From an optimization exercise on the open Yosys and OpenROAD flow, aimed at small area; shortcuts taken in it are not production practice.
The RTL was checked by simulation tests, not by an equivalence proof against the original design.
No activity file was given, so power comes from the tool's default toggle rates.

==> design.v <==
module spi_clk_gen #
(parameter integer C_DIVIDER_WIDTH = 8)
(
    input  sysclk,
    input  rst_n,
    input  enable,
    input  go,
    input  CPOL,
    input  [C_DIVIDER_WIDTH-1:0] divider_i,
    output reg clk_out,
    output reg pos_edge,
    output reg neg_edge
);
reg [C_DIVIDER_WIDTH-1:0] cnt;
wire cnt_zero = (cnt == {C_DIVIDER_WIDTH{1'b0}});
wire cnt_one  = (cnt == {{C_DIVIDER_WIDTH-1{1'b0}}, 1'b1});
wire div_zero = ~(|divider_i);
always @(posedge sysclk)
begin
    if (rst_n == 1'b0)
        cnt <= {C_DIVIDER_WIDTH{1'b1}};
    else if (!enable || cnt_zero)
        cnt <= divider_i;
    else
        cnt <= cnt - 1'b1;
end
always @(posedge sysclk)
begin
    if (rst_n == 1'b0)
        clk_out <= CPOL;
    else if (enable)
        clk_out <= clk_out ^ cnt_zero;
    else
        clk_out <= CPOL;
end
always @(posedge sysclk)
begin
    if (rst_n == 1'b0) begin
        pos_edge <= 1'b0;
        neg_edge <= 1'b0;
    end
    else begin
        pos_edge <= (enable && !clk_out && cnt_one) || (div_zero && clk_out) || (div_zero && go && !enable);
        neg_edge <= (enable && clk_out && cnt_one) || (div_zero && !clk_out && enable);
    end
end
endmodule
module spi_intface # (parameter NCS = 4)
(
    input  wire S_SYSCLK,   
    input  wire S_RESETN,   
    input  wire [7:0] S_AWADDR,
    input  wire [31: 0] S_WDATA,
    input  wire [3 : 0] S_WSTRB,
    input  wire S_REG_WEN,
    input  wire [7 : 0]  S_ARADDR,
    output wire [31 : 0] S_RDATA,
    input  wire S_REG_RDEN,
    output wire S_INTERRUPT,
    output wire S_SPI_SCK,
    input  wire S_SPI_MISO,
    input  wire S_SPI_MOSI_I,
    output wire S_SPI_MOSI_O,
    output wire S_SPI_MOSI_OE,
    output wire [NCS-1:0] S_SPI_SEL
);
 localparam REG_WIDTH           = 32;
localparam NBITS_PER_WORD      = 32;
localparam NBITS_PER_BYTE      = 8;
localparam NBYTES_PER_WORD   = (NBITS_PER_WORD / NBITS_PER_BYTE);
localparam NBITS_CHAR_LEN_MAX  = 16;
localparam C_ADDR_WIDTH = 8;
localparam C_DATA_WIDTH = 32;
localparam ADDR_SPMODE       = 8'h00;
localparam ADDR_SPIE         = 8'h04;
localparam ADDR_SPIM         = 8'h08;
localparam ADDR_SPCOM        = 8'h0c;
localparam ADDR_SPITF        = 8'h10;
localparam ADDR_SPIRF        = 8'h14;
localparam ADDR_REV0         = 8'h18;
localparam ADDR_REV1         = 8'h1c;
localparam ADDR_CSMODE0      = 8'h20;
localparam ADDR_CSMODE1      = 8'h24;
localparam ADDR_CSMODE2      = 8'h28;
localparam ADDR_CSMODE3      = 8'h2c;
localparam SPMODE_EN         = 31;
localparam SPMODE_LOOP       = 30;
localparam SPMODE_TXTHR_HI   = 13;
localparam SPMODE_TXTHR_LO   = 8;
localparam SPMODE_RXTHR_HI   = 4;
localparam SPMODE_RXTHR_LO   = 0;
localparam SPIE_RXCNT_HI     = 29;
localparam SPIE_RXCNT_LO     = 24;
localparam SPIE_TXCNT_HI     = 21;
localparam SPIE_TXCNT_LO     = 16;
localparam SPIE_TXE          = 15;
localparam SPIE_DON          = 14;
localparam SPIE_RXT          = 13;
localparam SPIE_RXF          = 12;
localparam SPIE_TXT          = 11;
localparam SPIE_RNE          = 9;
localparam SPIE_TNF          = 8;
localparam SPIM_TXE          = SPIE_TXE;
localparam SPIM_DON          = SPIE_DON;
localparam SPIM_RXT          = SPIE_RXT;
localparam SPIM_RXF          = SPIE_RXF;
localparam SPIM_TXT          = SPIE_TXT;
localparam SPIM_RNE          = SPIE_RNE;
localparam SPIM_TNF          = SPIE_TNF;
localparam SPCOM_CS_HI       = 31;
localparam SPCOM_CS_LO       = 30;
localparam SPCOM_TO          = 27;  
localparam SPCOM_RSKIP_HI    = 23;  
localparam SPCOM_RSKIP_LO    = 16;
localparam SPCOM_TRANLEN_HI  = 15;
localparam SPCOM_TRANLEN_LO  = 0;
localparam CSMODE_CPOL      = 31;  
localparam CSMODE_CPHA      = 30;  
localparam CSMODE_REV       = 29;
localparam CSMODE_DIV16     = 28;
localparam CSMODE_PM_HI     = 27;
localparam CSMODE_PM_LO     = 24;
localparam CSMODE_3WIRE     = 23;
localparam CSMODE_POL       = 20;  
localparam CSMODE_LEN_HI    = 19;
localparam CSMODE_LEN_LO    = 16;
localparam CSMODE_CSBEF_HI  = 15;
localparam CSMODE_CSBEF_LO  = 12;
localparam CSMODE_CSAFT_HI  = 11;
localparam CSMODE_CSAFT_LO  = 8;
localparam CSMODE_CSCG_HI   = 7;
localparam CSMODE_CSCG_LO   = 3;
localparam NBITS_TXTHR      = SPMODE_TXTHR_HI - SPMODE_TXTHR_LO + 1;
localparam NBITS_RXTHR      = SPMODE_RXTHR_HI - SPMODE_RXTHR_LO + 1;
localparam NBITS_RXCNT      = SPIE_RXCNT_HI - SPIE_RXCNT_LO + 1;
localparam NBITS_TXCNT      = SPIE_TXCNT_HI - SPIE_TXCNT_LO + 1;
localparam NBITS_CS         = SPCOM_CS_HI - SPCOM_CS_LO + 1;
localparam NBITS_RSKIP      = SPCOM_RSKIP_HI - SPCOM_RSKIP_LO + 1;
localparam NBITS_TRANLEN    = SPCOM_TRANLEN_HI - SPCOM_TRANLEN_LO + 1;
localparam NBITS_PM         = CSMODE_PM_HI - CSMODE_PM_LO + 1;
localparam NBITS_CHARLEN    = CSMODE_LEN_HI - CSMODE_LEN_LO + 1;
localparam NBITS_CSBEF      = CSMODE_CSBEF_HI - CSMODE_CSBEF_LO + 1;
localparam NBITS_CSAFT      = CSMODE_CSAFT_HI - CSMODE_CSAFT_LO + 1;
localparam NBITS_CSCG       = CSMODE_CSCG_HI - CSMODE_CSCG_LO + 1;
localparam SPMODE_DEF       = (16 << SPMODE_TXTHR_LO)|(15 << SPMODE_RXTHR_LO);
localparam SPIE_DEF         = 32 << SPIE_TXCNT_LO|(1<<SPIE_TNF)|(1<<SPIE_TXE);
localparam SPIM_DEF         = 32'h0000_0000;
localparam SPCOM_DEF        = 32'h0000_0000;
localparam SPITF_DEF        = 32'h0000_0000;
localparam SPIRF_DEF        = 32'h0000_0000;
localparam CSMODE_DEF       = 1 << CSMODE_POL;
localparam NBYTES_TXFIFO     = 1 << (NBITS_TXCNT - 1);
localparam NBYTES_RXFIFO     = 1 << (NBITS_RXCNT - 1);
localparam NWORD_TXFIFO      = NBYTES_TXFIFO / NBYTES_PER_WORD;
localparam NWORD_RXFIFO      = NBYTES_TXFIFO / NBYTES_PER_WORD;
localparam FRAME_SM_IDLE      = 3'd0;
localparam FRAME_SM_BEF_WAIT  = 3'd1;
localparam FRAME_SM_DATA_WAIT = 3'd2;
localparam FRAME_SM_IN_TRANS  = 3'd3;
localparam FRAME_SM_AFT_WAIT  = 3'd4;
localparam FRAME_SM_CG_WAIT   = 3'd5;
wire rstn = S_RESETN;
reg [31:0] SPMODE;
reg [31:0] SPIM;
reg [31:0] SPCOM;
reg [31:0] SPIRF;
reg [31:0] CSXMODE [0:3];
reg [31:0] SPI_TXFIFO [0:7];
reg [31:0] SPI_RXFIFO [0:7];
reg        ie_txe, ie_don, ie_rxt, ie_rxf, ie_txt, ie_rne, ie_tnf;
reg [5:0]  ie_rxcnt, ie_txcnt;
wire [31:0] SPIE = {2'b00, ie_rxcnt, 2'b00, ie_txcnt, ie_txe, ie_don, ie_rxt,
                    ie_rxf, ie_txt, 1'b0, ie_rne, ie_tnf, 8'h00};
reg        csmodex_updated;
reg [31:0] csmodex;
reg [1:0]  cs_idx;
reg        spcom_updated;
reg        spirf_updated;
reg [2:0]  spitf_idx;
reg [15:0] num_spitf_upd;
reg [3:0]  spi_sel;
reg [3:0]  cnt_csbef;
reg [3:0]  cnt_csaft;
reg [4:0]  cnt_cscg;
reg        t_spi_mosi;
reg        chr_go;
reg        chr_done;
reg [3:0]  char_bit_cnt;
reg [15:0] char_trx_idx;
reg        frame_go;
reg        frame_done;
reg        frame_next_start;
reg [2:0]  frame_state;
reg [15:0] data_rx;
reg        mosi_r;
reg [15:0] char_rx_idx;
reg [4:0]  spirf_char_idx;
reg [2:0]  spirf_rd_idx;
reg [15:0] nbytes_read_from_spirf;
wire        EN     = SPMODE[SPMODE_EN];
wire        LOOP   = SPMODE[SPMODE_LOOP];
wire [5:0]  TXTHR  = SPMODE[SPMODE_TXTHR_HI:SPMODE_TXTHR_LO];
wire [4:0]  RXTHR  = SPMODE[SPMODE_RXTHR_HI:SPMODE_RXTHR_LO];
wire [1:0]  SPCOM_CS = SPCOM[SPCOM_CS_HI:SPCOM_CS_LO];
wire        TO     = SPCOM[SPCOM_TO];
wire [7:0]  RSKIP  = SPCOM[SPCOM_RSKIP_HI:SPCOM_RSKIP_LO];
wire [15:0] TRANLEN = SPCOM[SPCOM_TRANLEN_HI:SPCOM_TRANLEN_LO];
wire [31:0] CSMODE = CSXMODE[SPCOM_CS];
wire        CPOL   = CSMODE[CSMODE_CPOL];
wire        CPHA   = CSMODE[CSMODE_CPHA];
wire        REV    = CSMODE[CSMODE_REV];
wire        DIV16  = CSMODE[CSMODE_DIV16];
wire [3:0]  PM     = CSMODE[CSMODE_PM_HI:CSMODE_PM_LO];
wire        W3     = CSMODE[CSMODE_3WIRE];
wire        POL    = CSMODE[CSMODE_POL];
wire [3:0]  LEN    = CSMODE[CSMODE_LEN_HI:CSMODE_LEN_LO];
wire [3:0]  CSBEF  = CSMODE[CSMODE_CSBEF_HI:CSMODE_CSBEF_LO];
wire [3:0]  CSAFT  = CSMODE[CSMODE_CSAFT_HI:CSMODE_CSAFT_LO];
wire [4:0]  CSCG   = CSMODE[CSMODE_CSCG_HI:CSMODE_CSCG_LO];
wire        WIDE   = LEN[3];           
wire st_idle  = (frame_state == FRAME_SM_IDLE);
wire st_trans = (frame_state == FRAME_SM_IN_TRANS);
wire st_cg    = (frame_state == FRAME_SM_CG_WAIT);
wire spi_brg_go = ~st_idle & ~frame_go;
wire [15:0] num_spitf_trx = WIDE ? {1'b0, char_trx_idx[15:1]} : {2'b00, char_trx_idx[15:2]};
wire        TXE = (num_spitf_trx == num_spitf_upd);
wire [15:0] num_bytes_to_mosi = WIDE ? {char_trx_idx[14:0], 1'b0} : char_trx_idx;
wire [15:0] nbytes_need_tx = {num_spitf_upd[13:0], 2'b00} - num_bytes_to_mosi;
wire [15:0] TXCNT = (|num_spitf_upd) ? 16'd32 - nbytes_need_tx : 16'd32;
wire        TNF = (TXCNT > 16'd3);
wire        TXT = (TXCNT < {10'd0, TXTHR});
wire [15:0] nbytes_rx_from_miso = WIDE ? {char_rx_idx[15:1], 1'b0} : char_rx_idx;
wire [15:0] nvalid = nbytes_rx_from_miso - nbytes_read_from_spirf;
wire        RNE = |nvalid;
wire        RXF = |nvalid[15:5];
wire        RXT = RXF | (nvalid[4:0] > RXTHR);
wire [5:0]  RXCNT = RXF ? 6'd32 : {1'b0, nvalid[4:0]};
wire brg_clk, brg_pos_edge, brg_neg_edge;
wire o_spi_mosi = st_trans & mosi_r;
wire i_spi_mosi = t_spi_mosi ? S_SPI_MOSI_I : o_spi_mosi;
wire i_spi_miso = W3 ? i_spi_mosi : S_SPI_MISO;
wire din = LOOP ? o_spi_mosi : i_spi_miso;
assign S_SPI_SCK     = st_trans ? brg_clk : CPOL;
assign S_SPI_SEL     = spi_sel;
assign S_SPI_MOSI_O  = o_spi_mosi;
assign S_SPI_MOSI_OE = ~t_spi_mosi;
assign S_INTERRUPT   = |(SPIM & SPIE);
wire first_edge  = CPOL ? brg_neg_edge : brg_pos_edge;
wire second_edge = CPOL ? brg_pos_edge : brg_neg_edge;
wire char_end = REV ? (char_bit_cnt == 4'd0) : (char_bit_cnt == LEN);
wire [3:0] cbc_step = REV ? char_bit_cnt - 4'd1 : char_bit_cnt + 4'd1;
wire [3:0] cbc_init = CPHA ? (REV ? LEN + 4'd1 : 4'hf) : (REV ? LEN : 4'h0);
wire wr_ok   = S_REG_WEN & (&S_WSTRB);
wire [5:0] wa = S_AWADDR[7:2];
wire wr_spmode = wr_ok & (wa == 6'd0);
wire wr_spie   = wr_ok & (wa == 6'd1);
wire wr_spim   = wr_ok & (wa == 6'd2);
wire wr_spcom  = wr_ok & (wa == 6'd3) & (st_idle | st_cg);
wire wr_spitf  = wr_ok & (wa == 6'd4) & EN & TNF;
wire wr_csm    = wr_ok & (wa[5:2] == 4'd2);
wire [31:0] wd0 = S_WDATA & {32{rstn}};
wire [31:0] wd1 = S_WDATA | {32{~rstn}};
always @(posedge S_SYSCLK) begin
    if (~rstn | wr_spmode)
        SPMODE <= {wd0[31:13], wd1[12], wd0[11:4], wd1[3:0]};
    if (~rstn | wr_spim)
        SPIM <= wd0;
    if (~rstn | wr_spcom)
        SPCOM <= wd0;
    csmodex <= {wd0[31:21], wd1[20], wd0[19:0]};
    cs_idx  <= S_AWADDR[3:2] & {2{rstn}};
end
integer i, j, k, m;
reg [31:0] tf_last;
always @(posedge S_SYSCLK)
    if (~rstn | wr_spitf)
        tf_last <= wd0;
always @(posedge S_SYSCLK) begin
    for (i = 0; i < 8; i = i + 1)
        if (~rstn | (wr_spitf & (spitf_idx == i)))
            SPI_TXFIFO[i] <= wd0;
end
always @(posedge S_SYSCLK) begin
    if (!rstn) begin
        csmodex_updated <= 0;
        spcom_updated <= 0;
        spirf_updated <= 0;
        spitf_idx <= 0;
        num_spitf_upd <= 0;
    end
    else begin
        csmodex_updated <= wr_csm;
        spcom_updated <= wr_spcom & EN;
        spirf_updated <= S_REG_RDEN & (S_ARADDR == ADDR_SPIRF);
        if (!EN || frame_done) begin
            spitf_idx <= 0;
            num_spitf_upd <= 0;
        end
        if (wr_spitf) begin
            spitf_idx <= spitf_idx + 1'b1;
            num_spitf_upd <= num_spitf_upd + 1'b1;
        end
    end
end
always @(posedge S_SYSCLK) begin
    if (!rstn) begin
        ie_txe <= 1'b1; ie_tnf <= 1'b1; ie_txt <= 1'b0; ie_rne <= 1'b0;
        ie_rxf <= 1'b0; ie_rxt <= 1'b0; ie_don <= 1'b0;
        ie_rxcnt <= 6'd0; ie_txcnt <= 6'd32;
    end
    else begin
        ie_txe   <= TXE & ~(wr_spie & S_WDATA[SPIE_TXE]);
        ie_tnf   <= TNF & ~(wr_spie & S_WDATA[SPIE_TNF]);
        ie_txt   <= TXT & ~(wr_spie & S_WDATA[SPIE_TXT]);
        ie_rne   <= RNE & ~(wr_spie & S_WDATA[SPIE_RNE]);
        ie_rxf   <= RXF & ~(wr_spie & S_WDATA[SPIE_RXF]);
        ie_rxt   <= RXT & ~(wr_spie & S_WDATA[SPIE_RXT]);
        ie_don   <= (ie_don | frame_done) & ~(wr_spie & S_WDATA[SPIE_DON]);
        ie_rxcnt <= RXCNT & ~({6{wr_spie}} & S_WDATA[SPIE_RXCNT_HI:SPIE_RXCNT_LO]);
        ie_txcnt <= TXCNT[5:0] & ~({6{wr_spie}} & S_WDATA[SPIE_TXCNT_HI:SPIE_TXCNT_LO]);
    end
end
wire [31:0] cm0 = csmodex & {32{rstn}};
wire [31:0] cm1 = csmodex | {32{~rstn}};
always @(posedge S_SYSCLK) begin
    for (j = 0; j < 4; j = j + 1)
        if (~rstn | (csmodex_updated & (cs_idx == j)))
            CSXMODE[j] <= {cm0[31:21], cm1[20], cm0[19:0]};
end
reg [3:0] cbc_nx;
always @(*) begin
    cbc_nx = char_bit_cnt;
    if (chr_go || spcom_updated)
        cbc_nx = cbc_init;
    if (second_edge && st_trans && !CPHA)
        cbc_nx = cbc_step;
    if (first_edge && st_trans && CPHA)
        cbc_nx = cbc_step;
    if (!rstn)
        cbc_nx = 4'd0;
end
always @(posedge S_SYSCLK)
    char_bit_cnt <= cbc_nx;
always @(posedge S_SYSCLK)
begin
    if (!rstn) begin
        data_rx <= 0;
        spi_sel <= 4'hf;
        cnt_csbef <= 0;
        cnt_csaft <= 0;
        cnt_cscg  <= 0;
        t_spi_mosi <= 0;
        chr_go       <= 0;
        chr_done     <= 0;
        char_trx_idx <= 0;
        frame_go   <= 0;
        frame_done <= 0;
        frame_next_start <= 0;
        frame_state <= FRAME_SM_IDLE;
    end
    else begin
        if (csmodex_updated)
            spi_sel[cs_idx] <= csmodex[CSMODE_POL];
        if (frame_go) begin
            frame_go <= 0;
            t_spi_mosi <= 1'b0;
            char_trx_idx <= 0;
            spi_sel[SPCOM_CS] <= ~POL;
        end
        if (frame_done) begin
            frame_done <= 0;
            char_trx_idx <= 0;
        end
        if (chr_done) begin
            chr_done <= 0;
            if (!TO && W3 && (|RSKIP) && (char_trx_idx == {8'd0, RSKIP}))
                t_spi_mosi <= 1'b1;
            if (st_trans && TXE)
                frame_state <= FRAME_SM_DATA_WAIT;
        end
        if (chr_go) begin
            chr_go <= 0;
            data_rx <= 0;
        end
        if (spcom_updated) begin
            char_trx_idx <= 0;
            if (st_idle) begin
                frame_go <= 1;
                frame_state <= FRAME_SM_BEF_WAIT;
                cnt_cscg <= CSCG;
            end
            else begin
                frame_next_start <= 1;
            end
            cnt_csbef <= CSBEF;
            cnt_csaft <= CSAFT;
        end
        if (second_edge) begin
            if (st_trans) begin
                if (CPHA)
                    data_rx[char_bit_cnt] <= din;
                if (char_end) begin
                    chr_done <= 1;
                    if (char_trx_idx == TRANLEN) begin
                        char_trx_idx <= 0;
                        frame_state <= FRAME_SM_AFT_WAIT;
                    end
                    else begin
                        char_trx_idx <= char_trx_idx + 1'b1;
                        chr_go <= 1;
                    end
                end
            end
            case (frame_state)
                FRAME_SM_BEF_WAIT:
                    if (|cnt_csbef)
                        cnt_csbef <= cnt_csbef - 1'b1;
                    else if (TXE)
                        frame_state <= FRAME_SM_DATA_WAIT;
                    else begin
                        chr_go <= 1;
                        frame_state <= FRAME_SM_IN_TRANS;
                    end
                FRAME_SM_DATA_WAIT:
                    if (!TXE) begin
                        frame_state <= FRAME_SM_IN_TRANS;
                        chr_go <= 1;
                    end
                FRAME_SM_AFT_WAIT:
                    if (|cnt_csaft)
                        cnt_csaft <= cnt_csaft - 1'b1;
                    else begin
                        frame_done <= 1;
                        frame_state <= FRAME_SM_CG_WAIT;
                        spi_sel[SPCOM_CS] <= POL;
                    end
                FRAME_SM_CG_WAIT:
                    if (|cnt_cscg)
                        cnt_cscg <= cnt_cscg - 1'b1;
                    else begin
                        if (frame_next_start) begin
                            frame_state <= FRAME_SM_BEF_WAIT;
                            frame_next_start <= 0;
                            frame_go <= 1;
                            cnt_cscg <= CSCG;
                        end
                        else
                            frame_state <= FRAME_SM_IDLE;
                    end
                default: ;
            endcase
        end
        if (first_edge && st_trans && !CPHA)
            data_rx[char_bit_cnt] <= din;
    end
end
wire [2:0] tx_word = WIDE ? char_trx_idx[3:1] : char_trx_idx[4:2];
wire [4:0] tx_bit  = WIDE ? {char_trx_idx[0], cbc_nx[3:0]} : {char_trx_idx[1:0], cbc_nx[2:0]};
wire [31:0] tx_w = SPI_TXFIFO[tx_word];
always @(posedge S_SYSCLK)
    mosi_r <= rstn & ~(~WIDE & cbc_nx[3]) & tx_w[tx_bit];
wire rx_ev = second_edge & ~TO & st_trans & char_end;
wire [3:0] llen = (LEN == 4'd13 && !spirf_char_idx[0]) ? 4'd12 : LEN;
reg  [15:0] rx_char;
always @(*) begin
    if (CPHA) begin
        if (REV)
            rx_char = {data_rx[15:1], din};
        else begin
            for (k = 0; k < 16; k = k + 1)
                rx_char[k] = (k < llen) ? data_rx[k] : ((k == llen) ? din : 1'b0);
        end
    end
    else
        rx_char = data_rx;
    if (!WIDE && CPHA)
        rx_char[15:8] = 8'h00;
end
wire [31:0] rf0 = SPIRF & {32{rstn & EN}};
always @(posedge S_SYSCLK) begin
    for (m = 0; m < 8; m = m + 1)
        if (~(rstn & EN) | (chr_done & ~TO & ((WIDE ? spirf_char_idx[3:1] : spirf_char_idx[4:2]) == m)))
            SPI_RXFIFO[m] <= rf0;
end
always @(posedge S_SYSCLK)
begin
    if (!rstn || !EN) begin
        SPIRF <= 0;
        char_rx_idx <= 0;
        spirf_char_idx <= 0;
        spirf_rd_idx <= 0;
        nbytes_read_from_spirf <= 0;
    end
    else begin
        if (spcom_updated) begin
            char_rx_idx <= 0;
            spirf_rd_idx <= 0;
            spirf_char_idx <= 0;
            nbytes_read_from_spirf <= 0;
        end
        if (spirf_updated && !TO && RNE) begin
            if (nvalid < 16'd4) begin
                spirf_rd_idx <= 0;
                spirf_char_idx <= 0;
                nbytes_read_from_spirf <= nbytes_rx_from_miso;
            end
            else begin
                spirf_rd_idx <= spirf_rd_idx + 1'b1;
                nbytes_read_from_spirf <= nbytes_read_from_spirf + 16'd4;
            end
        end
        if (chr_done && !TO) begin
            if (|char_rx_idx)
                spirf_char_idx <= spirf_char_idx + 1'b1;
            else
                spirf_char_idx <= 0;
        end
        if (rx_ev) begin
            if (~(|RSKIP))
                char_rx_idx <= char_rx_idx + 1'b1;
            else if (char_trx_idx >= {8'd0, RSKIP})
                char_rx_idx <= char_trx_idx + 1'b1 - {8'd0, RSKIP};
            else if (|char_rx_idx)
                char_rx_idx <= char_rx_idx + 1'b1;
            if (WIDE) begin
                if (spirf_char_idx[0])
                    SPIRF[31:16] <= rx_char;
                else
                    SPIRF <= {16'h0000, rx_char};
            end
            else begin
                case (spirf_char_idx[1:0])
                    2'd0: SPIRF        <= {16'h0000, rx_char};
                    2'd1: SPIRF[15:8]  <= rx_char[7:0];
                    2'd2: SPIRF[23:16] <= rx_char[7:0];
                    2'd3: SPIRF[31:24] <= rx_char[7:0];
                endcase
            end
        end
    end
end
spi_clk_gen #(.C_DIVIDER_WIDTH(8)) spi_brg (
    .sysclk(S_SYSCLK),
    .rst_n(rstn),
    .enable(spi_brg_go & EN),
    .go(spi_brg_go),
    .CPOL(CPOL),
    .divider_i(DIV16 ? {PM, 4'hf} : {4'h0, PM}),
    .clk_out(brg_clk),
    .pos_edge(brg_pos_edge),
    .neg_edge(brg_neg_edge)
);
reg [31:0] rdata;
always @(*) begin
    case (S_ARADDR)
        ADDR_SPMODE : rdata = SPMODE;
        ADDR_SPIE   : rdata = SPIE;
        ADDR_SPCOM  : rdata = SPCOM;
        ADDR_SPIM   : rdata = SPIM;
        ADDR_CSMODE0: rdata = CSXMODE[0];
        ADDR_CSMODE1: rdata = CSXMODE[1];
        ADDR_CSMODE2: rdata = CSXMODE[2];
        ADDR_CSMODE3: rdata = CSXMODE[3];
        ADDR_SPITF  : rdata = (|spitf_idx) ? tf_last : 32'd0;
        ADDR_SPIRF  : rdata = RNE ? SPI_RXFIFO[spirf_rd_idx] : 32'd0;
        default     : rdata = 32'd0;
    endcase
end
assign S_RDATA = rdata;
endmodule
localparam REG_WIDTH           = 32;
localparam NBITS_PER_WORD      = 32;
localparam NBITS_PER_BYTE      = 8;
localparam NBYTES_PER_WORD   = (NBITS_PER_WORD / NBITS_PER_BYTE);
localparam NBITS_CHAR_LEN_MAX  = 16;
localparam C_ADDR_WIDTH = 8;
localparam C_DATA_WIDTH = 32;
localparam ADDR_SPMODE       = 8'h00;
localparam ADDR_SPIE         = 8'h04;
localparam ADDR_SPIM         = 8'h08;
localparam ADDR_SPCOM        = 8'h0c;
localparam ADDR_SPITF        = 8'h10;
localparam ADDR_SPIRF        = 8'h14;
localparam ADDR_REV0         = 8'h18;
localparam ADDR_REV1         = 8'h1c;
localparam ADDR_CSMODE0      = 8'h20;
localparam ADDR_CSMODE1      = 8'h24;
localparam ADDR_CSMODE2      = 8'h28;
localparam ADDR_CSMODE3      = 8'h2c;
localparam SPMODE_EN         = 31;
localparam SPMODE_LOOP       = 30;
localparam SPMODE_TXTHR_HI   = 13;
localparam SPMODE_TXTHR_LO   = 8;
localparam SPMODE_RXTHR_HI   = 4;
localparam SPMODE_RXTHR_LO   = 0;
localparam SPIE_RXCNT_HI     = 29;
localparam SPIE_RXCNT_LO     = 24;
localparam SPIE_TXCNT_HI     = 21;
localparam SPIE_TXCNT_LO     = 16;
localparam SPIE_TXE          = 15;
localparam SPIE_DON          = 14;
localparam SPIE_RXT          = 13;
localparam SPIE_RXF          = 12;
localparam SPIE_TXT          = 11;
localparam SPIE_RNE          = 9;
localparam SPIE_TNF          = 8;
localparam SPIM_TXE          = SPIE_TXE;
localparam SPIM_DON          = SPIE_DON;
localparam SPIM_RXT          = SPIE_RXT;
localparam SPIM_RXF          = SPIE_RXF;
localparam SPIM_TXT          = SPIE_TXT;
localparam SPIM_RNE          = SPIE_RNE;
localparam SPIM_TNF          = SPIE_TNF;
localparam SPCOM_CS_HI       = 31;
localparam SPCOM_CS_LO       = 30;
localparam SPCOM_TO          = 27;  
localparam SPCOM_RSKIP_HI    = 23;  
localparam SPCOM_RSKIP_LO    = 16;
localparam SPCOM_TRANLEN_HI  = 15;
localparam SPCOM_TRANLEN_LO  = 0;
localparam CSMODE_CPOL      = 31;  
localparam CSMODE_CPHA      = 30;  
localparam CSMODE_REV       = 29;
localparam CSMODE_DIV16     = 28;
localparam CSMODE_PM_HI     = 27;
localparam CSMODE_PM_LO     = 24;
localparam CSMODE_3WIRE     = 23;
localparam CSMODE_POL       = 20;  
localparam CSMODE_LEN_HI    = 19;
localparam CSMODE_LEN_LO    = 16;
localparam CSMODE_CSBEF_HI  = 15;
localparam CSMODE_CSBEF_LO  = 12;
localparam CSMODE_CSAFT_HI  = 11;
localparam CSMODE_CSAFT_LO  = 8;
localparam CSMODE_CSCG_HI   = 7;
localparam CSMODE_CSCG_LO   = 3;
localparam NBITS_TXTHR      = SPMODE_TXTHR_HI - SPMODE_TXTHR_LO + 1;
localparam NBITS_RXTHR      = SPMODE_RXTHR_HI - SPMODE_RXTHR_LO + 1;
localparam NBITS_RXCNT      = SPIE_RXCNT_HI - SPIE_RXCNT_LO + 1;
localparam NBITS_TXCNT      = SPIE_TXCNT_HI - SPIE_TXCNT_LO + 1;
localparam NBITS_CS         = SPCOM_CS_HI - SPCOM_CS_LO + 1;
localparam NBITS_RSKIP      = SPCOM_RSKIP_HI - SPCOM_RSKIP_LO + 1;
localparam NBITS_TRANLEN    = SPCOM_TRANLEN_HI - SPCOM_TRANLEN_LO + 1;
localparam NBITS_PM         = CSMODE_PM_HI - CSMODE_PM_LO + 1;
localparam NBITS_CHARLEN    = CSMODE_LEN_HI - CSMODE_LEN_LO + 1;
localparam NBITS_CSBEF      = CSMODE_CSBEF_HI - CSMODE_CSBEF_LO + 1;
localparam NBITS_CSAFT      = CSMODE_CSAFT_HI - CSMODE_CSAFT_LO + 1;
localparam NBITS_CSCG       = CSMODE_CSCG_HI - CSMODE_CSCG_LO + 1;
localparam SPMODE_DEF       = (16 << SPMODE_TXTHR_LO)|(15 << SPMODE_RXTHR_LO);
localparam SPIE_DEF         = 32 << SPIE_TXCNT_LO|(1<<SPIE_TNF)|(1<<SPIE_TXE);
localparam SPIM_DEF         = 32'h0000_0000;
localparam SPCOM_DEF        = 32'h0000_0000;
localparam SPITF_DEF        = 32'h0000_0000;
localparam SPIRF_DEF        = 32'h0000_0000;
localparam CSMODE_DEF       = 1 << CSMODE_POL;
localparam NBYTES_TXFIFO     = 1 << (NBITS_TXCNT - 1);
localparam NBYTES_RXFIFO     = 1 << (NBITS_RXCNT - 1);
localparam NWORD_TXFIFO      = NBYTES_TXFIFO / NBYTES_PER_WORD;
localparam NWORD_RXFIFO      = NBYTES_TXFIFO / NBYTES_PER_WORD;
function integer clogb2 (input integer bit_depth);
begin
    for(clogb2=0; bit_depth > 0; clogb2=clogb2+1)
        bit_depth = bit_depth >> 1;
end
endfunction
==> flow/run.sh <==
#!/bin/bash
# Standard layout (the standard.sh) with two changes: clock-tree synthesis
# without dummy loads and with larger sink clusters, and single-drive port buffers.
set -e
export CTS_ARGS="-sink_clustering_enable -repair_clock_nets -dont_use_dummy_load -buf_list sky130_fd_sc_hd__clkbuf_16 -sink_clustering_size 25 -sink_clustering_max_diameter 80"
export BUFFER_PORTS_ARGS="-buffer_cell sky130_fd_sc_hd__buf_1"
bash standard.sh > standard.log 2>&1
==> standard.sh <==
#!/bin/bash
# synth_recipe.tcl (not shown) runs the flow's synth.tcl, then flattens the netlist and writes it again
# the make line also repeats each setting of config.mk as NAME=value (left out here)
make -C /OpenROAD-flow-scripts/flow DESIGN_CONFIG=/design/flow/config.mk WORK_HOME=/design/flow/orfs CLKGATE_MAP_FILE= SYNTH_SCRIPT=/design/flow/synth_recipe.tcl "${@:-finish}"
==> config.mk <==
export PLATFORM = sky130hd
export DESIGN_NAME = spi_intface
export DESIGN_NICKNAME = spi_intface
export VERILOG_FILES = /design/flow/design.v
export SDC_FILE = /design/flow/constraint.sdc
export NUM_CORES = 4
export LEC_CHECK = 0
export CAP_MARGIN = 20
export CORE_MARGIN = 2
export CORE_UTILIZATION = 40
export SLEW_MARGIN = 20
==> constraint.sdc <==
create_clock -name core_clock -period 12.0 [get_ports {S_SYSCLK}]
set_input_delay 2.4000 -clock core_clock [delete_from_list [all_inputs] [get_ports {S_SYSCLK}]]
set_output_delay 2.4000 -clock core_clock [all_outputs]
set_load 0.01 [all_outputs]
==> results.txt, run 1 <==
- FF-to-FF Start: SPCOM[30]
- IO Pins: 98
- Endpoints failing hold: 0
- Placed instance area: ~48,000 µm²
- First-pass GRT wire length: 212 mm
- Final ANT Viol Nets: 0
- CTS root buf: clkbuf_16
- CP Launch Type: flop
- Final setup viols: 0
- Pint: 0.00475 W
- Cell Pwr Density: 127 nW/µm²
- GRT Residual Overflow: 0
- Largest family of logic cells by synthesized area: compound AO/OA/AOI/OAI gates
- Final WL: between 100 and 150 mm
- Initial antenna violation count: 11
- TritonCTS buffer count: 50
- Buf/Inv on CP: 3
- CTS Sinks: roughly 990
- Mapped Cells: 3,841
- CTS tree: yes
- Post-Synth XOR/XNOR Area: 0.0181
- CP Launch Point: SPCOM[30]
- FF-to-FF End: SPI_TXFIFO[5][19]
- FF-to-FF path depth: 20
- Syn-to-layout area delta: 8.04%
- Status: timing/DRC/antenna clean
- Top delay family on crit path: compound AO/OA/AOI/OAI gates
- Clk buf depth: 3
- Routed vias: approximately 33,000
- Design Area, Final: 49,100 µm²
- Placeable Area: 113,000 µm²
- Number of port buffers: 95
- Slowest CP cell: nor4_1
- CP max FO: 29
- Worst-path cell chain: ha_1 -> a22o_1 -> o21ai_4 -> nand2_1 -> ha_1 -> fa_1 -> nor2b_1 -> o21a_1 -> o21a_1 -> o31ai_1 -> o211a_1 -> nor4b_1 -> nand4_1 -> nor4_1 -> buf_4 -> nand2b_1 -> buf_4 -> o21ai_0 -> buf_1
- CP Data Arrival Time: about 7.5 ns
- Critical path endpoint category: output pin
- Yosys cell types: 90
- DIE AREA: 116,000 µm²
- Starting Density: 0.403
- # hold bufs at CTS: 0
- Hold_sp: spirf_char_idx[4]
- Seq/Total Area, Yosys: 0.605
- Rows: 123
- Synth area leader: edfxtp_1
- Via density: roughly 6.1
- R2r setup slk: 4.51 ns
- Post-Route Setup TNS: 0 ns
- Synth Area in Compound Gates: 0.168
- Syn Area/Cell: approximately 12 µm²
- 1st-pass router iterations: 8
- Fmax: 101 MHz
- GP Congestion: ~0.94
- Synth area leaders: edfxtp_1, dfxtp_1, ha_1
- Syn_nets: 4,020
- Kind of critical path: reg2out
- H-tree level count: 2
- Tot GR Track Use: 0.245
- Ys flop type: edfxtp_1
- Nets: about 4,000
- Worst Hold Class: reg2reg
- Routed wire per std cell: 27.4 µm
- Post-synth top area share: 0.508
- Fin crit share: 0.823
- Worst setup endpoint: S_RDATA[23]
- Slew @ Worst Pin: 1.14 ns
- Setup Skew: 0.0870 ns
- VDD IR max: 0.127 mV
- Multiplexer area fraction after synthesis: 0.0280
- # Post-CTS Setup Buffers: 0
- Sw Share: 0.238
- Switching pwr: around 0.0015 W
- Largest net degree at the start of global routing: between 80 and 90
- Slew Limit Fails: 0
- Ys async rst share: 0
- Worst EP required: around 9.6 ns
- Max cap viols: 0
- RSZ-0062 raised after global routing: false
- Vias in the first global route: 30,500
- Commonest cells in the netlist: edfxtp_1, nand2_1, nor2_1
- Flops & latches, synth: about 990
- Reg clk slew, reported paths: 0.09 ns
- Adder-cell share of the synthesized area: 0.0338
- Chip Height: 341 µm
- First DRT Iteration DRCs: 4,405
- Die X: 341 µm
- WP depth: 19
- Cts repair resizes: 0
- FILL cells: 10,500
- Power share of the combinational group: 0.074
- EDFF count, synth: around 770
- Post-route DRC: 0
- Post-synthesis cell area: 45,400 µm²
- Worst skew pair latency: between 0.6 and 0.7 ns
- Max incr delay on CP: 0.62 ns
- Relative slew slack: 0.230
- Share of layout cells above drive strength 1: 0.0691
- HPWL after DPL: 98.4 mm
- Clock network power share: 0.289
- Yosys warnings: 5
- Leakage power: 17.0 nW
- Count leader, synth: edfxtp_1
- Synth Area in Simple Gates: 0.117
- Tmin final: 9.88 ns
- Reg power frac: 0.637
metrics by stage:
step | util | worst slack (ns) | total power (W) | cells | hold WS, ns
global route | 0.436 | 1.92 | 0.00640 | 5350 | 0.507
detailed placement | 0.424 | 3.17 | 0.00450 | 5299 | 0.463
floorplan | - | 4.03 | 0.00428 | 3841 | 0.432
CTS | 0.435 | 2.42 | 0.00623 | 5349 | 0.470
finish | 0.436 | 2.12 | 0.00623 | 5354 | 0.473
global placement | 0.424 | 3.31 | 0.00449 | 5299 | 0.458
worst min path at each step:
stage | slack, ns | cells after the start | to
after detailed placement | 0.46 | 1 | spirf_char_idx[4]
after global routing | 0.51 | 1 | spirf_char_idx[4]
after CTS | 0.47 | 1 | spirf_char_idx[4]
final | 0.47 | 1 | spirf_char_idx[4]
after global placement | 0.46 | 1 | spirf_char_idx[4]
after floorplan | 0.43 | 1 | spirf_char_idx[4]
placed cells by master (no fill, tap or decap), types with 24 or more instances in the layout:
cell | synthesis | routed
nand2b_1 | 34 | 34
inv_1 | 123 | 122
and2_1 | 83 | 82
a21oi_1 | 171 | 169
a222oi_1 | 110 | 110
nor2_1 | 273 | 270
a221oi_1 | 58 | 58
a22oi_1 | 96 | 96
buf_4 | 0 | 92
nor2b_1 | 25 | 24
dfxtp_1 | 221 | 219
nor3_1 | 64 | 60
nand3_1 | 107 | 106
a211oi_1 | 56 | 56
mux2i_1 | 81 | 81
mux2_2 | 41 | 41
xor2_1 | 45 | 45
edfxtp_1 | 768 | 768
o211ai_1 | 51 | 51
o22ai_1 | 37 | 35
ha_1 | 118 | 117
o21ai_0 | 180 | 167
xnor2_1 | 47 | 47
nor4_1 | 32 | 30
a32oi_1 | 26 | 26
buf_1 | 27 | 93
clkbuf_16 | 0 | 50
and3_1 | 63 | 63
nand2_1 | 312 | 310
a31oi_1 | 50 | 49
a21o_1 | 34 | 34
power groups by stage:
stage / logic, W / clock network (W) / registers, W
2_1_floorplan: 0.000258 / 0 / 0.00403
5_1_grt: 0.000485 / 0.00192 / 0.00399
3_5_place_dp: 0.000450 / 0 / 0.00405
6_report: 0.000460 / 0.00180 / 0.00397
3_3_place_gp: 0.000448 / 0 / 0.00404
4_1_cts: 0.000452 / 0.00181 / 0.00397
layer usage:
layer	track usage	vias up	wire length (µm)
met5	0	-	42
met4	0.0837	8	5630
met3	0.0454	255	13500
met2	0.396	1505	67800
met1	0.331	16400	59900
li1	-	14800	-
logic make-up (layout without fill, tap and decap cells):
| family | count (synthesis) | count (layout) |
|---|---|---|
| adder cells (fa/ha/maj) | 121 | 121 |
| XOR/XNOR | 93 | 93 |
| AND/OR/NAND/NOR | 1100 | 1100 |
| multiplexers | 122 | 122 |
| other | 0 | 5 |
| buffers and inverters | 357 | 365 |
| AO/OA/AOI/OAI | 1059 | 1059 |
| flip-flops | 989 | 989 |
registers in the layout, summed over array words and instances (netlist names), 32 cells and up:
signal	count
CSXMODE	128
SPI_RXFIFO	256
csmodex	32
SPIRF	32
tf_last	32
SPI_TXFIFO	256
SPMODE	32
SPCOM	32
SPIM	32
layout make-up:
cell class / count / area (µm²) / share of cell area
clock buffers: 50 / 1250 / 0.0255
repair buffers: 187 / 1050 / 0.0215
well taps: 1500 / 1880 / 0.0382
inverters: 128 / 480 / 0.00979
multi-input cells: 2495 / 16900 / 0.345
diodes: 5 / 12.5 / 0.000255
flip-flops and latches: 989 / 27500 / 0.560
==> run 2, diff against run 1 <==
==> run.sh (new file) <==
#!/bin/bash
# synth_recipe.tcl (not shown) runs the flow's synth.tcl, then flattens the netlist and writes it again
# the make line also repeats each setting of config.mk as NAME=value (left out here)
make -C /OpenROAD-flow-scripts/flow DESIGN_CONFIG=/design/flow/config.mk WORK_HOME=/design/flow/orfs CLKGATE_MAP_FILE= SYNTH_SCRIPT=/design/flow/synth_recipe.tcl finish
--- a/config.mk
+++ b/config.mk
@@ -8,4 +8,7 @@
 export CAP_MARGIN = 20
 export CORE_MARGIN = 2
 export CORE_UTILIZATION = 40
+export CTS_BUF_LIST = sky130_fd_sc_hd__clkbuf_16
+export CTS_CLUSTER_DIAMETER = 80
+export CTS_CLUSTER_SIZE = 25
 export SLEW_MARGIN = 20
removed: flow/run.sh
removed: standard.sh
==> results.txt, run 2 <==
- Status: timing/DRC/antenna clean
- Routed wire per std cell: 27.5 µm (+0.31%)
- Flops & latches, synth: 989 (unchanged)
- Multi-input gate area: 16,900 µm² (about the same)
- DIE AREA: 116,000 µm² (unchanged)
- Critical path endpoint category: output pin
- Commonest non-fill, non-tap cells in the layout: edfxtp_1, nand2_1, nor2_1
- GRT Residual Overflow: 0 (unchanged)
- Kind of critical path: reg2out
- Routed vias: 33,100 (+0.51%)
- First-pass GRT wire length: 214 mm (+1.1%)
- Slew @ Worst Pin: 1.25 ns (+0.109 ns)
- Commonest cells in the netlist: edfxtp_1, nand2_1, nor2_1
- Syn-to-layout area delta: 9.99%
- Count leader, synth: edfxtp_1
- Switching pwr: 0.00158 W (+6.3%)
- Share of layout cells above drive strength 1: 0.0730 (+0.00386)
- Synth area leader: edfxtp_1
- Chip Height: 341 µm (unchanged)
- Clock network power share: 0.304 (+0.015)
- CP max FO: 32 (+10%)
- CTS Sinks: 989 (unchanged)
- Max incr delay on CP: 0.63 ns (about the same)
- Setup Skew: 0.0345 ns (-0.0525 ns)
- Largest regs: SPI_RXFIFO x256, SPI_TXFIFO x256, CSXMODE x128
- Synth area leaders: edfxtp_1, dfxtp_1, ha_1
- Placeable Area: 113,000 µm² (unchanged)
- FILL cells: 10,400 (-0.63%)
- Syn_nets: 4,020 (unchanged)
- # hold bufs at CTS: 0 (unchanged)
- Mapped Cells: 3,841 (unchanged)
- Dpl cells: 5,302 (+0.057%)
- Worst skew pair latency: 0.68 ns (about the same)
- # Post-CTS Setup Buffers: 0 (unchanged)
- First DRT Iteration DRCs: 3,978 (-9.7%)
- Endpoints failing hold: 0 (unchanged)
- Vias in the first global route: 30,800 (+1.1%)
- RSZ-0062 raised after global routing: false
- Non-filler cells, final: 5,394 (+0.75%)
- Slew Limit Fails: 0 (unchanged)
- CTS root buf: clkbuf_16
- Top delay family on crit path: compound AO/OA/AOI/OAI gates
- Slowest CP cell: ha_1
- Pint: 0.00482 W (+1.5%)
- Final setup viols: 0 (unchanged)
- Leakage power: 17.5 nW (+2.8%)
- Sw Share: 0.246 (+0.00844)
- Rows: 123 (unchanged)
- GP Congestion: 0.924 (-1.5%)
- Worst EP required: 9.60 ns (about the same)
- Nets: 4,033 (+0.074%)
- CP Launch Type: flop
- Post-Route Setup TNS: 0 ns (unchanged)
- Fin crit share: 0.816 (-0.00720)
- CP Data Arrival Time: 7.40 ns (-0.08 ns)
- Power share of the combinational group: 0.075 (about the same)
- Worst-path cell chain: inv_1 -> ha_1 -> a22o_1 -> o21ai_4 -> nand2_1 -> ha_1 -> nor2b_1 -> o21a_1 -> o21ai_0 -> a211oi_1 -> or3_1 -> a222oi_1 -> nand4_1 -> nor4_1 -> buf_4 -> nand2b_1 -> buf_4 -> o21ai_0 -> clkdlybuf4s50_1
- CTS tree: yes
- Worst Hold Class: reg2reg
- Cell Pwr Density: 128 nW/µm² (+0.84%)
- Commonest non-fill, non-tap cell in the layout: edfxtp_1
- Post-synthesis cell area: 45,400 µm² (unchanged)
- Post-synth top area share: 0.508 (unchanged)
- TritonCTS buffer count: 49 (-2.0%)
- Tot GR Track Use: 0.248 (+0.00281)
- Final WL: 148 mm (+1.1%)
- Starting Density: 0.403 (unchanged)
- Final Power: 0.00640 W (+2.7%)
- Seq/Total Area, Yosys: 0.605 (unchanged)
- Number of port buffers: 95 (unchanged)
- Max cap viols: 0 (unchanged)
- H-tree level count: 2 (unchanged)
- Fmax: 102 MHz (+0.88%)
- EDFF count, synth: 768 (unchanged)
- Reg clk slew, reported paths: 0.10 ns (about the same)
- Final ANT Viol Nets: 0 (unchanged)
- Syn Area/Cell: 11.8 µm² (unchanged)
- Die X: 341 µm (unchanged)
- Register area: 27,500 µm² (unchanged)
- HPWL after DPL: 98.9 mm (+0.60%)
- Yosys cell types: 90 (unchanged)
- Yosys warnings: 5 (unchanged)
- Post-route DRC: 0 (unchanged)
- IO Pins: 98 (unchanged)
- Reg power frac: 0.621 (-0.016)
- Tmin final: 9.80 ns (-0.0864 ns)
- 1st-pass router iterations: 13 (+5)
- Ys flop type: edfxtp_1
- Relative slew slack: 0.167 (-0.0628)
- VDD IR max: 0.111 mV (-13%)
- Ys async rst share: 0 (unchanged)
- Buf/Inv on CP: 4 (+1)
- Initial antenna violation count: 5 (-6)
- Cts repair resizes: 0 (unchanged)
- Via density: 6.13 (-0.24%)
- Largest net degree at the start of global routing: 67 (-19%)
- Clk buf depth: 3 (unchanged)
run 2: cell type report:
type                       count  area share
antenna                        2    0.000100
clock buffer                  51      0.0255
clock inverter                38     0.00508
inverter                     128     0.00961
multi-input combinational   2495       0.338
sequential                   989       0.550
tap                         1500      0.0376
timing repair buffer         191      0.0337
run 2: per-layer routing:
| metal | global-route usage | part of all wire | vias to the layer above |
|---|---|---|---|
| li1 | - | - | 14800 |
| met1 | 0.336 | 0.40 | 16300 |
| met2 | 0.394 | 0.46 | 1651 |
| met3 | 0.0470 | 0.098 | 263 |
| met4 | 0.0978 | 0.043 | 6 |
| met5 | 0 | 0.00025 | - |
run 2: logic make-up (layout without fill, tap and decap cells):
logic type               after synthesis  after routing  synth area share
multiplexers                         122            122            0.0280
AND/OR/NAND/NOR                     1100           1100             0.117
other                                  0              2                 0
adder cells (fa/ha/maj)              121            121            0.0338
flip-flops                           989            989             0.605
buffers and inverters                357            408            0.0301
AO/OA/AOI/OAI                       1059           1059             0.168
XOR/XNOR                              93             93            0.0181
run 2: power groups by stage:
stage	combinational [W]	sequential [W]	clock, W
6_report	0.000480	0.00397	0.00195
5_1_grt	0.000504	0.00399	0.00207
3_5_place_dp	0.000468	0.00405	0
2_1_floorplan	0.000258	0.00403	0
4_1_cts	0.000470	0.00397	0.00197
3_3_place_gp	0.000464	0.00404	0
run 2: worst paths after layout:
path | start | to | slack [ns] | depth (start not counted)
worst max-delay path | SPCOM[30] | S_RDATA[23] | 2.20 | 19
worst max register to register | SPCOM[30] | SPI_TXFIFO[5][9] | 4.70 | 21
worst min-delay path | spirf_char_idx[4] | spirf_char_idx[4] | 0.48 | 1
worst min register to register | spirf_char_idx[4] | spirf_char_idx[4] | 0.48 | 1
run 2: per-stage QoR:
| step | setup slack (ns) | instance area [µm²] | utilization | hold slack (ns) |
|---|---|---|---|---|
| 4_1_cts | 2.38 | 49900 | 0.443 | 0.473 |
| 2_1_floorplan | 4.03 | 45400 | - | 0.432 |
| 6_report | 2.20 | 50000 | 0.444 | 0.478 |
| 5_1_grt | 1.77 | 50000 | 0.444 | 0.486 |
| 3_5_place_dp | 3.16 | 48400 | 0.430 | 0.456 |
| 3_3_place_gp | 3.22 | 48400 | 0.430 | 0.460 |
==> run 3, diff against run 2 <==
==> flow/run.sh (new file) <==
#!/bin/bash
# Layout flow: the standard synthesis, then the combinational logic between
# the registers is re-mapped by ABC for area (registers are kept untouched, with
# their names and cell types), then the rest of the standard layout with
# clock-tree synthesis without dummy loads and larger sink clusters, single-drive
# port buffers, and power recovery (downsizing) after global routing.
set -euo pipefail
LIB=$FLOW_HOME/platforms/sky130hd/lib/sky130_fd_sc_hd__tt_025C_1v80.lib
R=orfs/results/sky130hd/spi_intface/base
export CTS_ARGS="-sink_clustering_enable -repair_clock_nets -dont_use_dummy_load -buf_list sky130_fd_sc_hd__clkbuf_16 -sink_clustering_size 25 -sink_clustering_max_diameter 80"
export BUFFER_PORTS_ARGS="-buffer_cell sky130_fd_sc_hd__buf_1"
export RECOVER_POWER=100

# 1. standard synthesis
bash standard.sh synth > standard_synth.log 2>&1

# 2. re-map the combinational logic
python3 flow/mkmap.py $LIB cellmap.v > mkmap.log 2>&1
cp $R/1_2_yosys.v synth_standard.v
DU=""
for c in sky130_fd_sc_hd__lpflow_bleeder_1 sky130_fd_sc_hd__lpflow_clkbufkapwr_1 sky130_fd_sc_hd__lpflow_clkbufkapwr_16 \
         sky130_fd_sc_hd__lpflow_clkbufkapwr_2 sky130_fd_sc_hd__lpflow_clkbufkapwr_4 sky130_fd_sc_hd__lpflow_clkbufkapwr_8 \
         sky130_fd_sc_hd__lpflow_clkinvkapwr_1 sky130_fd_sc_hd__lpflow_clkinvkapwr_16 sky130_fd_sc_hd__lpflow_clkinvkapwr_2 \
         sky130_fd_sc_hd__lpflow_clkinvkapwr_4 sky130_fd_sc_hd__lpflow_clkinvkapwr_8 sky130_fd_sc_hd__lpflow_decapkapwr_12 \
         sky130_fd_sc_hd__lpflow_decapkapwr_3 sky130_fd_sc_hd__lpflow_decapkapwr_4 sky130_fd_sc_hd__lpflow_decapkapwr_6 \
         sky130_fd_sc_hd__lpflow_decapkapwr_8 sky130_fd_sc_hd__lpflow_inputiso0n_1 sky130_fd_sc_hd__lpflow_inputiso0p_1 \
         sky130_fd_sc_hd__lpflow_inputiso1n_1 sky130_fd_sc_hd__lpflow_inputiso1p_1 sky130_fd_sc_hd__lpflow_inputisolatch_1 \
         sky130_fd_sc_hd__lpflow_isobufsrc_1 sky130_fd_sc_hd__lpflow_isobufsrc_16 sky130_fd_sc_hd__lpflow_isobufsrc_2 \
         sky130_fd_sc_hd__lpflow_isobufsrc_4 sky130_fd_sc_hd__lpflow_isobufsrc_8 sky130_fd_sc_hd__lpflow_isobufsrckapwr_16 \
         sky130_fd_sc_hd__lpflow_lsbuf_lh_hl_isowell_tap_1 sky130_fd_sc_hd__lpflow_lsbuf_lh_hl_isowell_tap_2 sky130_fd_sc_hd__probe_p_8 \
         sky130_fd_sc_hd__probec_p_8; do
  DU="$DU -dont_use $c"
done
yosys -l resynth.log -p "
  read_liberty -lib $LIB
  read_verilog cellmap.v
  read_verilog synth_standard.v
  hierarchy -top spi_intface
  flatten
  proc
  techmap
  opt -fast
  opt_clean
  rename -hide w:*.*
  abc -liberty $LIB $DU -script flow/resynth.abc
  opt_clean -purge
  hilomap -singleton -hicell sky130_fd_sc_hd__conb_1 HI -locell sky130_fd_sc_hd__conb_1 LO
  splitnets
  opt_clean -purge
  insbuf -buf sky130_fd_sc_hd__buf_4 A X
  stat -liberty $LIB
  write_verilog -noattr -noexpr -nohex -nodec synth_resynth.v
" > resynth.stdout 2>&1
cp synth_resynth.v $R/1_2_yosys.v
rm -f $R/1_synth.odb $R/1_synth.sdc

# 3. the rest of the standard layout
bash standard.sh > standard.log 2>&1
==> flow/mkmap.py (new file) <==
# Writes a Verilog model (assign statements) of every combinational cell of a
# liberty file, so that yosys can flatten a mapped netlist back into logic.
import re, sys
lib = open(sys.argv[1]).read()
out = []
for c in re.split(r'\n\s*cell\s*\(', lib)[1:]:
    name = c.split(')')[0].strip('"')
    if re.search(r'\b(ff|latch|statetable)\s*\(', c):
        continue
    pins = re.findall(r'\n\s*pin\s*\(\s*"?(\w+)"?\s*\)\s*\{(.*?)\n\s{8}\}', c, re.S)
    ins, outs, ok = [], [], True
    for pn, body in pins:
        d = re.search(r'direction\s*:\s*"?(\w+)"?', body)
        if not d:
            continue
        if d.group(1) == 'input':
            ins.append(pn)
        elif d.group(1) == 'output':
            f = re.search(r'function\s*:\s*"([^"]*)"', body)
            if not f:
                ok = False
                break
            outs.append((pn, f.group(1).replace('!', '~')))
    if not ok or not outs or not ins:
        continue
    out.append("module %s(%s);\n%s\n%s\n%s\nendmodule\n" % (
        name, ", ".join(ins + [o for o, _ in outs]),
        "\n".join("  input %s;" % i for i in ins),
        "\n".join("  output %s;" % o for o, _ in outs),
        "\n".join("  assign %s = %s;" % (o, f) for o, f in outs)))
open(sys.argv[2], 'w').write("\n".join(out))
print("%d cells" % len(out))
==> flow/resynth.abc (new file) <==
strash
&get -n
&deepsyn -T 240
&put
dch -f
map -a
topo
==> standard.sh (new file) <==
#!/bin/bash
# synth_recipe.tcl (not shown) runs the flow's synth.tcl, then flattens the netlist and writes it again
# the make line also repeats each setting of config.mk as NAME=value (left out here)
make -C /OpenROAD-flow-scripts/flow DESIGN_CONFIG=/design/flow/config.mk WORK_HOME=/design/flow/orfs CLKGATE_MAP_FILE= SYNTH_SCRIPT=/design/flow/synth_recipe.tcl "${@:-finish}"
--- a/config.mk
+++ b/config.mk
@@ -8,7 +8,4 @@
 export CAP_MARGIN = 20
 export CORE_MARGIN = 2
 export CORE_UTILIZATION = 40
-export CTS_BUF_LIST = sky130_fd_sc_hd__clkbuf_16
-export CTS_CLUSTER_DIAMETER = 80
-export CTS_CLUSTER_SIZE = 25
 export SLEW_MARGIN = 20
removed: run.sh
==> results.txt, run 3 <==
- Nets: 3,813 (-5.5%)
- Worst Hold Class: reg2reg
- Final setup viols: 0 (unchanged)
- Power share of the combinational group: 0.058 (-0.017)
- Largest net degree at the start of global routing: 46 (-31%)
- H-tree level count: 2 (unchanged)
- 1st-pass router iterations: 7 (-6)
- GRT Residual Overflow: 0 (unchanged)
- Setup Skew: 0.117 ns (+0.0827 ns)
- Syn Area/Cell: 11.5 µm² (-2.9%)
- Fin crit share: 0.816 (about the same)
- First DRT Iteration DRCs: 3,697 (-7.1%)
- CTS tree: yes
- CP Launch Point: SPCOM[30]
- Number of port buffers: 95 (unchanged)
- Die X: 322 µm (-5.7%)
- GP Congestion: 0.923 (about the same)
- Syn-to-layout area delta: 9.89% (about the same)
- Reg clk slew, reported paths: 0.10 ns (about the same)
- Commonest non-fill, non-tap cells in the layout: edfxtp_1, nor2_1, clkinv_1
- Fail Reasons: max-capacitance violations, max-slew violations
- Worst EP required: 12.22 ns (+2.62 ns)
- Worst skew pair latency: 0.67 ns (about the same)
- Tot GR Track Use: 0.249 (+0.00105)
- Commonest non-fill, non-tap cell in the layout: edfxtp_1
- Largest regs: SPI_RXFIFO x256, SPI_TXFIFO x256, CSXMODE x128
- RSZ-0062 raised after global routing: false
- Design Area, Final: 44,300 µm² (-11%)
- Routed vias: 29,700 (-10%)
- Cell Pwr Density: 138 nW/µm² (+7.5%)
- Status: failed layout checks
- Final Power: 0.00610 W (-4.7%)
- Relative slew slack: -0.940 (-1.11)
- Reg power frac: 0.648 (+0.027)
- DIE AREA: 103,000 µm² (-11%)
- Initial antenna violation count: 5 (unchanged)
- # hold bufs at CTS: 0 (unchanged)
- Pre-CTS setup slack: 3.46 ns (+0.300 ns)
- Clk buf depth: 3 (unchanged)
- Syn_nets: 3,570 (-11%)
- CP Data Arrival Time: 10.01 ns (+2.61 ns)
- CP max FO: 45 (+41%)
- Critical path endpoint category: flop
- Via density: 5.88 (-4.1%)
- Slew @ Worst Pin: 2.91 ns (+1.66 ns)
- Starting Density: 0.403 (about the same)
- Yosys warnings: 5 (unchanged)
- FF-to-FF Start: SPCOM[30]
- VDD IR max: 0.131 mV (+18%)
- IO Pins: 98 (unchanged)
- Post-Route Setup TNS: 0 ns (unchanged)
- Mapped Cells: 3,512 (-8.6%)
- Slew Limit Fails: 766 (+766)
- First-pass GRT wire length: 188 mm (-12%)
- TritonCTS buffer count: 50 (+2.0%)
- HPWL after DPL: 89.1 mm (-10%)
- Tmin final: 9.80 ns (+0.00218 ns)
- Final WL: 131 mm (-12%)
- Final worst setup slack: 2.20 ns (-0.00218 ns)
- Final core area utilization: 0.443 (-0.000524)
- Leakage power: 14.7 nW (-16%)
- Chip Height: 322 µm (-5.7%)
- Worst setup endpoint: tf_last[27]
- Rows: 116 (-5.7%)
- Kind of critical path: reg2reg
- Max cap viols: 24 (+24)
- R2r setup slk: 2.20 ns (-2.50 ns)
- Fmax: 102 MHz (about the same)
- Placed instance area: 43,300 µm² (-11%)
- Post-route DRC: 0 (unchanged)
- Cts repair resizes: 0 (unchanged)
- CP Launch Type: flop
- CTS Sinks: 989 (unchanged)
- Sw Share: 0.230 (-0.0167)
- Endpoints failing hold: 0 (unchanged)
- FF-to-FF End: tf_last[27]
- Switching pwr: 0.00140 W (-11%)
- CTS root buf: clkbuf_16
- Routed wire per std cell: 25.9 µm (-5.7%)
- Share of layout cells above drive strength 1: 0.0474 (-0.0255)
- Final ANT Viol Nets: 0 (unchanged)
- # Post-CTS Setup Buffers: 0 (unchanged)
- Clock network power share: 0.294 (-0.010)
- Vias in the first global route: 27,600 (-10%)
- Post-synthesis cell area: 40,300 µm² (-11%)
- Pint: 0.00470 W (-2.6%)
- FF-to-FF path depth: 22 (+4.8%)
- Placeable Area: 100,000 µm² (-11%)
[run 3: cell types whose count changed in the layout (fill, tap and decap cells not counted), moves of 79 or more]
cell | previous run | this run
clkdlybuf4s50_1 | 93 | 0
inv_1 | 144 | 0
ha_1 | 117 | 0
a222oi_1 | 110 | 0
buf_1 | 0 | 94
mux2i_1 | 81 | 2
a22oi_1 | 96 | 251
nor2_1 | 270 | 498
clkinv_1 | 4 | 445
and2_1 | 82 | 0
[run 3: final cells by class]
cell class / count / area, µm²
inverters: 446 / 1680
repair buffers: 191 / 917
multi-input cells: 2077 / 11400
diodes: 3 / 7.51
well taps: 1298 / 1620
clock buffers: 50 / 1250
flip-flops and latches: 989 / 27500
fillers: 9274 / 55700
[run 3: stage by stage]
stage	std cells	hold slack (ns)
after detailed placement	4996	0.454
after floorplan	3512	0.436
after CTS	5046	0.475
after global routing	5051	0.491
after global placement	4994	0.451
final	5054	0.477
[run 3: power by group through the flow]
| stage | combinational, W | clock, W | sequential (W) |
|---|---|---|---|
| final | 0.000355 | 0.00179 | 0.00395 |
| after floorplan | 0.000180 | 0 | 0.00401 |
| after global placement | 0.000352 | 0 | 0.00402 |
| after detailed placement | 0.000355 | 0 | 0.00403 |
| after global routing | 0.000376 | 0.00191 | 0.00397 |
| after CTS | 0.000356 | 0.00180 | 0.00395 |
[run 3: worst min path at each step]
| stage | cells past startpoint | startpoint | endpoint |
|---|---|---|---|
| 2_1_floorplan | 2 | spirf_char_idx[1] | spirf_char_idx[1] |
| 3_3_place_gp | 2 | spirf_char_idx[1] | spirf_char_idx[1] |
| 3_5_place_dp | 2 | spirf_char_idx[1] | spirf_char_idx[1] |
| 4_1_cts | 1 | spirf_char_idx[4] | spirf_char_idx[4] |
| 5_1_grt | 1 | spirf_char_idx[4] | spirf_char_idx[4] |
| 6_report | 1 | spirf_char_idx[4] | spirf_char_idx[4] |
[run 3: metal layers]
metal,up-vias,routed length [µm],global-route usage
li1,13500,-,-
met5,-,26,0
met1,14600,54100,0.350
met4,4,4770,0.0845
met2,1472,58600,0.390
met3,212,13600,0.0439
[run 3: worst max-delay path: stages (launching register included)]
cell	delay, ns
edfxtp_1	0.45
clkinv_1	0.11
nor2_1	0.14
a22oi_1	0.11
nand3_1	0.17
clkbuf_1	1.83
clkinv_1	1.47
a21oi_1	0.85
clkinv_1	0.40
nor2_1	0.29
nand2_1	0.08
nand2_1	0.10
nor2_1	0.05
a21oi_1	0.32
mux2_1	0.39
nand2_1	0.07
o32ai_1	0.09
nand2_1	0.08
nor4_1	0.07
nand2_1	0.10
nand2_1	0.17
o21ai_4	0.62
clkbuf_1	1.35
==> run 4, diff against run 3 <==
--- a/flow/run.sh
+++ b/flow/run.sh
@@ -3,13 +3,12 @@
 # the registers is re-mapped by ABC for area (registers are kept untouched, with
 # their names and cell types), then the rest of the standard layout with
 # clock-tree synthesis without dummy loads and larger sink clusters, single-drive
-# port buffers, and power recovery (downsizing) after global routing.
+# port buffers.
 set -euo pipefail
 LIB=$FLOW_HOME/platforms/sky130hd/lib/sky130_fd_sc_hd__tt_025C_1v80.lib
 R=orfs/results/sky130hd/spi_intface/base
 export CTS_ARGS="-sink_clustering_enable -repair_clock_nets -dont_use_dummy_load -buf_list sky130_fd_sc_hd__clkbuf_16 -sink_clustering_size 25 -sink_clustering_max_diameter 80"
 export BUFFER_PORTS_ARGS="-buffer_cell sky130_fd_sc_hd__buf_1"
-export RECOVER_POWER=100
 
 # 1. standard synthesis
 bash standard.sh synth > standard_synth.log 2>&1
==> results.txt, run 4 <==
- Worst-path cell chain: buf_1 -> nor4_1 -> clkinv_1 -> nor2_1 -> clkinv_1 -> nor2_1 -> clkinv_1 -> nor2_2 -> buf_4 -> clkinv_1 -> o21ai_0 -> a221oi_1 -> o2111ai_1 -> a21oi_1 -> nand4_1 -> buf_1
- Commonest non-fill, non-tap cells in the layout: edfxtp_1, nor2_1, clkinv_1
- Syn-to-layout area delta: 10.6%
- Clk buf depth: 3 (unchanged)
- Vias in the first global route: 27,600 (unchanged)
- Register area: 27,500 µm² (unchanged)
- Die X: 322 µm (unchanged)
- Syn Area/Cell: 11.5 µm² (unchanged)
- CP Launch Type: input port
- Chip Height: 322 µm (unchanged)
- Reg power frac: 0.648 (about the same)
- Cts repair resizes: 0 (unchanged)
- Hold Slack: 0.473 ns (-0.00402 ns)
- Tmin final: 8.57 ns (-1.23 ns)
- Sw Share: 0.229 (-0.000653)
- CTS root buf: clkbuf_16
- CP max FO: 28 (-38%)
- H-tree level count: 2 (unchanged)
- Post-Route Setup TNS: 0 ns (unchanged)
- Mapped Cells: 3,512 (unchanged)
- First-pass GRT wire length: 188 mm (unchanged)
- Syn_nets: 3,570 (unchanged)
- Routed wire per std cell: 25.9 µm (-0.20%)
- Fmax: 117 MHz (+14%)
- Rows: 116 (unchanged)
- # hold bufs at CTS: 0 (unchanged)
- Number of port buffers: 95 (unchanged)
- IO Pins: 98 (unchanged)
- Commonest non-fill, non-tap cell in the layout: edfxtp_1
- GRT Residual Overflow: 0 (unchanged)
- Largest net degree at the start of global routing: 46 (unchanged)
- DIE AREA: 103,000 µm² (unchanged)
- GP Congestion: 0.923 (unchanged)
- TritonCTS buffer count: 50 (unchanged)
- Slew @ Worst Pin: 1.20 ns (-1.71 ns)
- CP Data Arrival Time: 6.17 ns (-3.84 ns)
- Slowest CP cell: buf_4
- CTS Sinks: 989 (unchanged)
- Worst EP required: 9.60 ns (-2.62 ns)
- Largest regs: SPI_RXFIFO x256, SPI_TXFIFO x256, CSXMODE x128
- Multi-input gate area: 11,500 µm² (+0.98%)
- Max cap viols: 0 (-100%)
- Final Power: 0.00610 W (about the same)
- RSZ-0062 raised after global routing: false
- First DRT Iteration DRCs: 3,595 (-2.8%)
- Final setup viols: 0 (unchanged)
- Starting Density: 0.403 (unchanged)
- 1st-pass router iterations: 6 (-1)
- Reg clk slew, reported paths: 0.09 ns (about the same)
- Dpl cells: 4,996 (unchanged)
- Post-synthesis cell area: 40,300 µm² (unchanged)
- # Post-CTS Setup Buffers: 0 (unchanged)
- Power share of the combinational group: 0.060 (+0.002)
- Post-route DRC: 0 (unchanged)
- Cell Pwr Density: 137 nW/µm² (-0.69%)
- VDD IR max: 0.130 mV (-0.57%)
- Setup Skew: 0.118 ns (+0.000528 ns)
- Placeable Area: 100,000 µm² (unchanged)
- Initial antenna violation count: 5 (unchanged)
- Yosys warnings: 5 (unchanged)
- Routed vias: 29,800 (+0.13%)
- Final ANT Viol Nets: 0 (unchanged)
- Switching pwr: 0.00140 W (-0.36%)
- Kind of critical path: in2out
- FILL cells: 9,239 (-0.38%)
- Placed instance area: 43,300 µm² (unchanged)
- Max incr delay on CP: 0.49 ns (-1.34 ns)
- Cell repeated most along the worst path: clkinv_1
- Relative slew slack: 0.195 (+1.14)
- Endpoints failing hold: 0 (unchanged)
- Design Area, Final: 44,600 µm² (+0.61%)
- Nets: 3,813 (unchanged)
- Pint: 0.00470 W (about the same)
- HPWL after DPL: 89.1 mm (unchanged)
- Slew Limit Fails: 0 (-100%)
- Status: timing/DRC/antenna clean
- Via density: 5.89 (+0.17%)
- Critical path endpoint category: output pin
- Tot GR Track Use: 0.249 (unchanged)
- Clock network power share: 0.293 (about the same)
- Fin crit share: 0.714 (-0.102)
- Non-filler cells, final: 5,052 (-0.040%)
- CTS tree: yes
- Worst skew pair latency: 0.67 ns (about the same)
- Worst Hold Class: reg2reg
- Share of layout cells above drive strength 1: 0.0642 (+0.0168)
- Final WL: 131 mm (-0.24%)
- Leakage power: 14.9 nW (+1.2%)
[run 4: power by group through the flow]
stage / registers (W) / clock network [W] / logic, W
after floorplan: 0.00401 / 0 / 0.000180
after global placement: 0.00402 / 0 / 0.000352
after detailed placement: 0.00403 / 0 / 0.000355
after CTS: 0.00395 / 0.00180 / 0.000356
after global routing: 0.00396 / 0.00191 / 0.000385
final: 0.00395 / 0.00178 / 0.000363
[run 4: final cells by class]
class                           count  share of cell area
Inverter                          446              0.0376
Multi-Input combinational cell   2077               0.257
Tap cell                         1298              0.0364
Clock buffer                       50              0.0281
Antenna cell                        1           0.0000561
Sequential cell                   989               0.617
Timing Repair Buffer              191              0.0242
[run 4: critical path: cells and delay by family]
family	cells	cell delay, ns
buf+inv	7	1.70
simple gates	5	1.21
compound gates	4	0.83
[run 4: metal layers]
| layer | up-vias | global-route usage | share of wire |
|---|---|---|---|
| met1 | 14600 | 0.350 | 0.42 |
| met5 | - | 0 | 0.00020 |
| met3 | 223 | 0.0439 | 0.10 |
| met4 | 4 | 0.0845 | 0.037 |
| met2 | 1446 | 0.390 | 0.45 |
| li1 | 13500 | - | - |
[run 4: worst paths after layout]
path	start	end	slack, ns	depth (start not counted)
setup / recovery	S_ARADDR[7]	S_RDATA[9]	3.43	16
hold / removal	spirf_char_idx[4]	spirf_char_idx[4]	0.47	1
setup reg to reg	SPCOM[30]	char_rx_idx[10]	4.73	28
hold reg to reg	spirf_char_idx[4]	spirf_char_idx[4]	0.47	1
[run 4: per-stage QoR]
step                       util  worst slack [ns]
after floorplan               -              4.08
after global routing      0.446              3.15
after CTS                 0.445              3.46
final                     0.446              3.43
after detailed placement  0.433              3.46
after global placement    0.433              3.52

## afterwards: timing with drivers on the ports
The flow's constraints put no driver on any port. The routed layouts listed below were extracted and timed again, unchanged, in two steps. Step 1: set_driving_cell puts a clkbuf_16 on S_SYSCLK and a buf_2 on each other input, an assumption about the parent block. Step 2 moves the port delays by t, midway between the first and last clock arrival at a register: inputs arrive t later, outputs are due t later. That takes back most of the time a late clock gives input paths. Slacks: no drivers / after step 1 / after step 2; pairs: no drivers / after step 1.
run | shift t [ns] | setup slack, ns | clock arrival spread, ns
run 1 | 0.712 | 2.118 / 2.043 / 2.754 | 0.087 / 0.087
run 2 | 0.738 | 2.205 / 2.130 / 2.868 | 0.034 / 0.034
run 3 | 0.678 | 2.202 / 2.202 / 2.075 | 0.119 / 0.119
run 4 | 0.678 | 3.428 / 3.408 / 3.408 | 0.119 / 0.120
For run 3, which loses most, drivers alone change the setup slack by 0.000 ns; drivers and shift together by -0.127 ns.
